Background: an optimization exercise with open tools, aiming at small area. Do not read the settings as production practice.
At most, simulation tests tie the RTL to the original design; equivalence was not proved.
Power figures rest on the tool's default switching activity, not on a simulated workload.

Setup of P:
// sap1_top
module sap1_top (
    input  wire        clk,
    input  wire        btnC,
    input  wire        btnR,
    input  wire        btnL,
    input  wire [15:0] sw,
    output wire        sclk,
    output wire        mosi,
    output wire        cs_n,
    output wire [6:0]  seg,
    output wire [3:0]  an,
    output wire [15:0] led
);
clock: 15.0 ns
lec_check: 0
cap_margin: 20
core_margin: 2
core_utilization: 65
cts_buf_list: sky130_fd_sc_hd__clkbuf_8
cts_cluster_diameter: 60
cts_cluster_size: 12
place_density: 0.75
slew_margin: 20
standard.sh (not shown) runs the stock make flow with config.mk's settings and CLKGATE_MAP_FILE= SYNTH_SCRIPT=/design/flow/synth_recipe.tcl, a recipe that flattens the netlist after the stock synthesis.
==> flow/flow/run.sh <==
#!/bin/bash
# Standard layout with these changes: synthesis maps the logic with an
# area-oriented abc script (flow/area.abc) and without the adder-cell step
# (registers are untouched), the ports are buffered with the smallest
# buffer, and the clock tree is built from mid-size buffers without dummy
# loads.
set -euo pipefail
export MY_ABC_SCRIPT="$PWD/flow/area.abc"
bash standard.sh SYNTH_SCRIPT="$PWD/flow/synth.tcl" ADDER_MAP_FILE= \
  BUFFER_PORTS_ARGS="-buffer_cell sky130_fd_sc_hd__buf_1" \
  CTS_ARGS="-sink_clustering_enable -repair_clock_nets -buf_list sky130_fd_sc_hd__clkbuf_8 -sink_clustering_size 12 -sink_clustering_max_diameter 60 -dont_use_dummy_load" \
  finish > make_flow.log 2>&1
==> flow/flow/area.abc <==
&get -n
&st
&syn3
&dch -f
&put
amap
topo
dnsize -c
==> flow/flow/synth.tcl <==
proc synth {args} { yosys synth -nofsm -noshare {*}$args }
proc abc {args} {
  if {[info exists ::env(MY_ABC_SCRIPT)]} {
    set i [lsearch -exact $args -script]
    if {$i >= 0} { lset args [expr {$i + 1}] $::env(MY_ABC_SCRIPT) }
  }
  yosys abc {*}$args
}
source $::env(SCRIPTS_DIR)/synth.tcl
# left out here: clear keep_hierarchy, flatten, clean up, hide names made inside functions, write 1_2_yosys.v
diff inputs: P => Q
-- flow/design.v --
<<< P, line 150
      endcase
    end
  reg [2:0] cst;    
  reg [2:0] pc;
>>> Q, line 150
      endcase
    end
  always @(posedge clk)
    if (cv) inA <= {cv_t[2:0], cv_u[3], cv_u[2:0], cv_b};
    else if (pe) begin
      if (ist == INPUT_A && bR) inA <= sst[7:0];
      if ((ist == SELECT_PROG && bR && sst[13]) || (ist == INPUT_B && bR)) inA[2:0] <= 3'd0;
      if (ist == WRITE_RAM) inA[2:0] <= inA[2:0] + 3'd1;
    end
  assign wr_last = (inA[2:0] == (psng ? 3'd2 : 3'd7));
  always @(posedge clk)
    if (cv) song[2:0] <= {cv_h[1:0], cv_t[3]};
    else if (pe) begin
      if (ist == SELECT_PROG && bR) begin
        psng <= sst[13];
        if (sst[13]) song <= sst[5:2];
        else song[0] <= (sst[15:14] == 2'b10);
      end
    end
  reg [2:0] cst;    
  reg [2:0] pc;
<<< P, line 203
  wire [7:0] acc_r = {acc[1], acc[2], acc[3], acc[4], acc[5], acc[6], acc[7], acc[8]};
  wire       cv_b = q[3] ? acc[0] : acc_r[q[2:0]];
  always @(posedge clk)
    if (cv) inA <= {cv_t[2:0], cv_u[3], cv_u[2:0], cv_b};
    else if (pe) begin
      if (ist == INPUT_A && bR) inA <= sst[7:0];
      if ((ist == SELECT_PROG && bR && sst[13]) || (ist == INPUT_B && bR)) inA[2:0] <= 3'd0;
      if (ist == WRITE_RAM) inA[2:0] <= inA[2:0] + 3'd1;
    end
  assign wr_last = (inA[2:0] == (psng ? 3'd2 : 3'd7));
  always @(posedge clk)
    if (cv) song[2:0] <= {cv_h[1:0], cv_t[3]};
    else if (pe) begin
      if (ist == SELECT_PROG && bR) begin
        psng <= sst[13];
        if (sst[13]) song <= sst[5:2];
        else song[0] <= (sst[15:14] == 2'b10);
      end
    end
  always @(posedge clk)
    if (rst) cst <= 3'd0;
>>> Q, line 220
  wire [7:0] acc_r = {acc[1], acc[2], acc[3], acc[4], acc[5], acc[6], acc[7], acc[8]};
  wire       cv_b = q[3] ? acc[0] : acc_r[q[2:0]];
  always @(posedge clk)
    if (rst) cst <= 3'd0;
Findings:
- From P to Q the numbers moved as follows: mean routed wirelength per cell moved down; fraction of power consumed by the clock network moved down; first-pass GRT wire length moved down.
- Taking P as the reference, in Q global routing met1 resource utilization went down 2.7 points, total power per unit cell area held.
- Worst setup path startpoint = dsp[1]: Q; worst setup path startpoint = dsp[0]: P
- Lower number of instances in the synthesized netlist was reported by Q, not P.

========
## the previous run
Another version of the RTL of sap1_top (not shown whole).
Size in the first run: roughly 1000 cells after synthesis, ~220 flip-flops, ~50 I/O pins, about 9000 µm² of cells after synthesis.
clock: 15.0 ns
lec_check: 0
cap_margin: 20
core_margin: 2
core_utilization: 40
cts_buf_list: sky130_fd_sc_hd__clkbuf_8
cts_cluster_diameter: 60
cts_cluster_size: 12
slew_margin: 20
Scripts as last shown in full above: flow/flow/run.sh, flow/flow/area.abc, flow/flow/synth.tcl
[inputs] the current run vs the previous run
diff --git a/flow/design.v b/flow/design.v
--- a/flow/design.v
+++ b/flow/design.v
@@ -147,25 +147,24 @@
         default: begin
           ist <= IDLE;
           wen <= 1'b0;
         end
       endcase
     end
   always @(posedge clk)
     if (cv) begin
-      inB      <= {cv_t[2:0], cv_u[3], cv_u[2:0], acc[8]};
+      inB      <= {cv_t[2:0], cv_u[3], cv_u[2:0], cv_b};
       m15[2:0] <= {cv_h[1:0], cv_t[3]};
     end else if (pe && ist == INPUT_B && bR && !bL) begin
       inB <= sst[7:0];
       m15 <= inA;
     end
   always @(posedge clk)
-    if (snap_ld) inA <= ra;
-    else if (pe && ist == INPUT_A && bR) inA <= sst[7:0];
+    if (pe && ist == INPUT_A && bR) inA <= sst[7:0];
   always @(posedge clk)
     if (pe) begin
       if (ist == SELECT_PROG && bR) begin
         psng <= sst[13];
         if (sst[13]) song <= sst[5:2];
         else song[0] <= (sst[15:14] == 2'b10);
       end
       if (ist == WRITE_RAM) wc <= wc + 3'd1;
@@ -217,16 +216,18 @@
     else if (alu_w && cst == 3'd4) cy <= lt_i;
     else if (alu_s) cy <= c_o;
   wire       pre_halt = ex & (cst == 3'd2) & op_hlt;
   wire       cv  = pre_halt & q[4] & (~q[3] | (q[2:0] == 3'd0));
   wire       cv0 = (q[3:0] == 4'd0);
   wire [3:0] cv_u = cv0 ? 4'd0 : add3(inB[3:0]);
   wire [3:0] cv_t = cv0 ? 4'd0 : add3(inB[7:4]);
   wire [2:0] cv_h = cv0 ? 3'd0 : m15[2:0];
+  wire [7:0] acc_r = {acc[1], acc[2], acc[3], acc[4], acc[5], acc[6], acc[7], acc[8]};
+  wire       cv_b = q[3] ? acc[0] : acc_r[q[2:0]];
   always @(posedge clk)
     if (rst) cst <= 3'd0;
     else if (ne && ex) cst <= (cst == 3'd5) ? 3'd0 : cst + 3'd1;
   always @(posedge clk)
     if (rst) begin
       pc <= 3'd0; irk <= 1'b0; irn <= 4'd0; ra <= 8'd0; rb <= 8'd0;
       acc <= 9'd0; udf <= 1'b0;
     end else if (pe && ex) begin
@@ -238,28 +239,38 @@
         end
         3'd4: begin
           if (op_lda) ra <= m15;
           if (op_as) rb <= inB;
         end
         3'd5: if (op_as) udf <= op_sub & cy;
         default: ;
       endcase
-    end else if (alu_s) acc <= {~op_sub & c_o, s_i, acc[7:1]};
-    else if (cv) acc <= {acc[7:0], 1'b0};
+    end else if (alu_s) begin
+      acc[q[2:0]] <= s_i;
+      if (q[2:0] == 3'd7) acc[8] <= ~op_sub & c_o;
+    end
   reg [5:0]  bc;     
   reg        sck;
-  reg [27:0] snap;
+  reg [10:0] snap;
+  reg        fa, fb, fc;
   wire       sending = ~&bc;
-  assign snap_ld = ~sending & (q[4:2] == 3'b110) & (ist != INPUT_B);
-  wire [39:0] word = {inA, snap[27:12], snap[11], 1'b0, snap[10], 1'b0,
+  assign snap_ld = ~sending & (q[4:2] == 3'b110);
+  wire [39:0] word = {ra & {8{fa}}, rb & {8{fb}}, acc[7:0] & {8{fc}},
+                      snap[10], 1'b0, udf & fc, 1'b0,
                       1'b0, snap[9:7], 1'b0, snap[6:0]};
   always @(posedge clk)
     if (snap_ld)
-      snap <= {rb, acc[7:0], sng_en, udf, pc, opr, cst};
+      snap <= {sng_en, pc, opr, cst};
+  always @(posedge clk)
+    if (snap_ld) begin
+      fa <= |ra;
+      fb <= |rb;
+      fc <= |acc;
+    end
   always @(posedge clk)
     if (rst) begin
       bc   <= 6'd63;
       sck  <= 1'b0;
     end else begin
       if (!sending) begin
         if (spi_evt && ex) bc <= 6'd40;
       end else if (!q[0]) begin
Notes after the runs:
- The current run ran to completion and came out clean on the timing, DRC and antenna checks.
- Simple-gate portion of the synthesized area in the current run is 0.55 points above the previous run.
- Die area: the current run and the previous run compared, lower one is the current run
- The current run reports its worst setup path startpoint as ist[0] while the previous run reports bc[1].
- Final period utilization was lower in the previous run than in the current run.
- Higher routed wire length among the current run and the previous run: the previous run
- The current run against the previous run; non-clock buffer count is up by a few percent.
- From the previous run to the current run the numbers moved as follows: share of total power in the clock network has increased, power consumption dropped 0.052 mW, final design instance area without fill now sits lower, sequential cell area moved down.
- In the current run relative to the previous run, row count had gone down slightly.
- Max routed length on met1 across the current run and the previous run: the previous run
- On routed length per instance, the current run tracks the previous run almost exactly.
- The more densely filled core belongs to the previous run, not the current run.
For the previous run, only the layout was checked, not whether the RTL still works.

========
Setup of before:
sap1_top, a different RTL version from the one above (not shown whole).
Size: about 1000 cells after synthesis, ~230 flip-flops.
clock: 15.0 ns
lec_check: 0
cap_margin: 20
core_margin: 2
core_utilization: 40
cts_buf_list: sky130_fd_sc_hd__clkbuf_8
cts_cluster_diameter: 60
cts_cluster_size: 12
slew_margin: 20
==> flow/flow/run.sh <==
#!/bin/bash
# Standard layout, with the smallest buffer on the ports.
set -euo pipefail
bash standard.sh BUFFER_PORTS_ARGS="-buffer_cell sky130_fd_sc_hd__buf_1" finish > make_flow.log 2>&1
[inputs] after vs before
--- a/flow/design.v
+++ b/flow/design.v
@@ -196,28 +196,18 @@
       3'd1:    ins = psng ? {4'h3, song} : 8'h0F;
       3'd2:    ins = psng ? 8'hF0 : (psub ? 8'h2E : 8'h1E);
       3'd3:    ins = 8'hE0;
       3'd4:    ins = 8'h30;
       default: ins = 8'hF0;
     endcase
   end
-  reg        cy;
-  wire       alu_w = q[4] & ~q[3];
-  wire       a_i   = ra[q[2:0]];
-  wire       b_i   = rb[q[2:0]];
-  wire       x_i   = udf ? b_i : a_i;
-  wire       y_i   = (udf ? a_i : b_i) ^ op_sub;
-  wire       s_i   = x_i ^ y_i ^ cy;
-  wire       c_o   = (x_i & y_i) | (x_i & cy) | (y_i & cy);
-  wire       lt_i  = (~a_i & b_i) | (~(a_i ^ b_i) & cy & (q[2:0] != 3'd0));
-  wire       alu_s = alu_w & (cst == 3'd5) & op_as;
-  always @(posedge clk)
-    if (pe && cst == 3'd5) cy <= op_sub;
-    else if (alu_w && cst == 3'd4) cy <= lt_i;
-    else if (alu_s) cy <= c_o;
+  wire [7:0] bx  = rb ^ {8{op_sub}};
+  wire [8:0] sum = {1'b0, ra} + {1'b0, bx} + {8'd0, op_sub};
+  wire       neg = op_sub & ~sum[8];
+  wire [7:0] mag = neg ? (~sum[7:0] + 8'd1) : sum[7:0];
   wire       pre_halt = ex & (cst == 3'd2) & op_hlt;
   wire       cv  = pre_halt & q[4] & (~q[3] | (q[2:0] == 3'd0));
   wire       cv0 = (q[3:0] == 4'd0);
   wire [3:0] cv_u = cv0 ? 4'd0 : add3(inB[3:0]);
   wire [3:0] cv_t = cv0 ? 4'd0 : add3(inB[7:4]);
   wire [2:0] cv_h = cv0 ? 3'd0 : m15[2:0];
   always @(posedge clk)
@@ -234,19 +224,23 @@
           opc <= {ins[7], ins[5:4]};
           opr <= ins[3:0];
         end
         3'd4: begin
           if (op_lda) ra <= m15;
           if (op_as) rb <= inB;
         end
-        3'd5: if (op_as) udf <= op_sub & cy;
+        3'd5: begin
+          if (op_as) begin
+            acc <= {~op_sub & sum[8], mag};
+            udf <= neg;
+          end
+        end
         default: ;
       endcase
-    end else if (alu_s) acc <= {~op_sub & c_o, s_i, acc[7:1]};
-    else if (cv) acc <= {acc[7:0], 1'b0};
+    end else if (cv) acc <= {acc[7:0], 1'b0};
   reg [5:0]  bc;     
   reg        sck;
   reg [27:0] snap;
   wire       sending = ~&bc;
   assign snap_ld = ~sending & (q[4:2] == 3'b110) & (ist != INPUT_B);
   wire [39:0] word = {inA, snap[27:12], snap[11], 1'b0, snap[10], 1'b0,
                       1'b0, snap[9:7], 1'b0, snap[6:0]};
Findings:
- after against before: total number of vias went up about 5%; upper clock frequency limit went down about 6%.
- Relative to before, number of antenna violations at the first check in global routing increased by 1 in after.
- From before to after the numbers moved as follows: power per cell area fell by about 2.7%, fraction of the mapped netlist area in adder cells rose by 0.84 points, design area rose by 1.2%.
- Every stage of the flow completed for after, and the final layout passed the timing, DRC and antenna checks.
- Comparing met1 track demand over resource in global routing for after and before, the bigger number came from after.
- Library cell contributing the largest single delay on the critical path: sky130_fd_sc_hd__dfxtp_1 -> after, sky130_fd_sc_hd__nor2_2 -> before
- Total power ended up about 1.6% lower on after than on before.
- Compared to before, the routing of after uses more wire.
- Against before, internal cell power in after came out better.
- before has a lower number of non-clock buffers in the layout than after.
- after against before; number of cells produced by synthesis is up by a few percent.
- led[5] as the timing endpoint of the critical path was reported by after, and led[2] by before.
- Going from before to after, wire length of the first global-routing pass grows by 640 µm.
- Relative to before, relative slew slack decreased by 8.7 points in after.

## afterwards: timing with drivers on the ports
The flow's constraints put no driver on any port. The routed layouts listed below were extracted and timed again, unchanged, in two steps.
Step 1: set_driving_cell puts a clkbuf_16 on clk and a buf_2 on each other input, an assumption about the parent block.
Step 2 adds t to the input delays and takes it off the output delays; t is the mean of the earliest and latest rising clock arrival at the registers after step 1. Input paths then give back, and output paths get back, about the clock's delay inside the block.
a / b / c = ideal / step 1 / step 2; a / b = the first two.
run | t, ns | slack for setup (ns) | worst register clock-pin slew, ns
P | 0.496 | 8.570 / 8.530 / 9.026 | 0.10 / 0.10
Q | 0.490 | 8.514 / 8.478 / 8.968 | 0.10 / 0.10
the previous run | 0.553 | 8.713 / 8.674 / 9.228 | 0.09 / 0.09
the current run | 0.542 | 8.567 / 8.529 / 9.072 | 0.08 / 0.08
before | 0.583 | 8.955 / 8.916 / 9.499 | 0.09 / 0.09
after | 0.607 | 8.546 / 8.504 / 9.111 | 0.09 / 0.09
After both steps setup and hold are still met in every run listed.
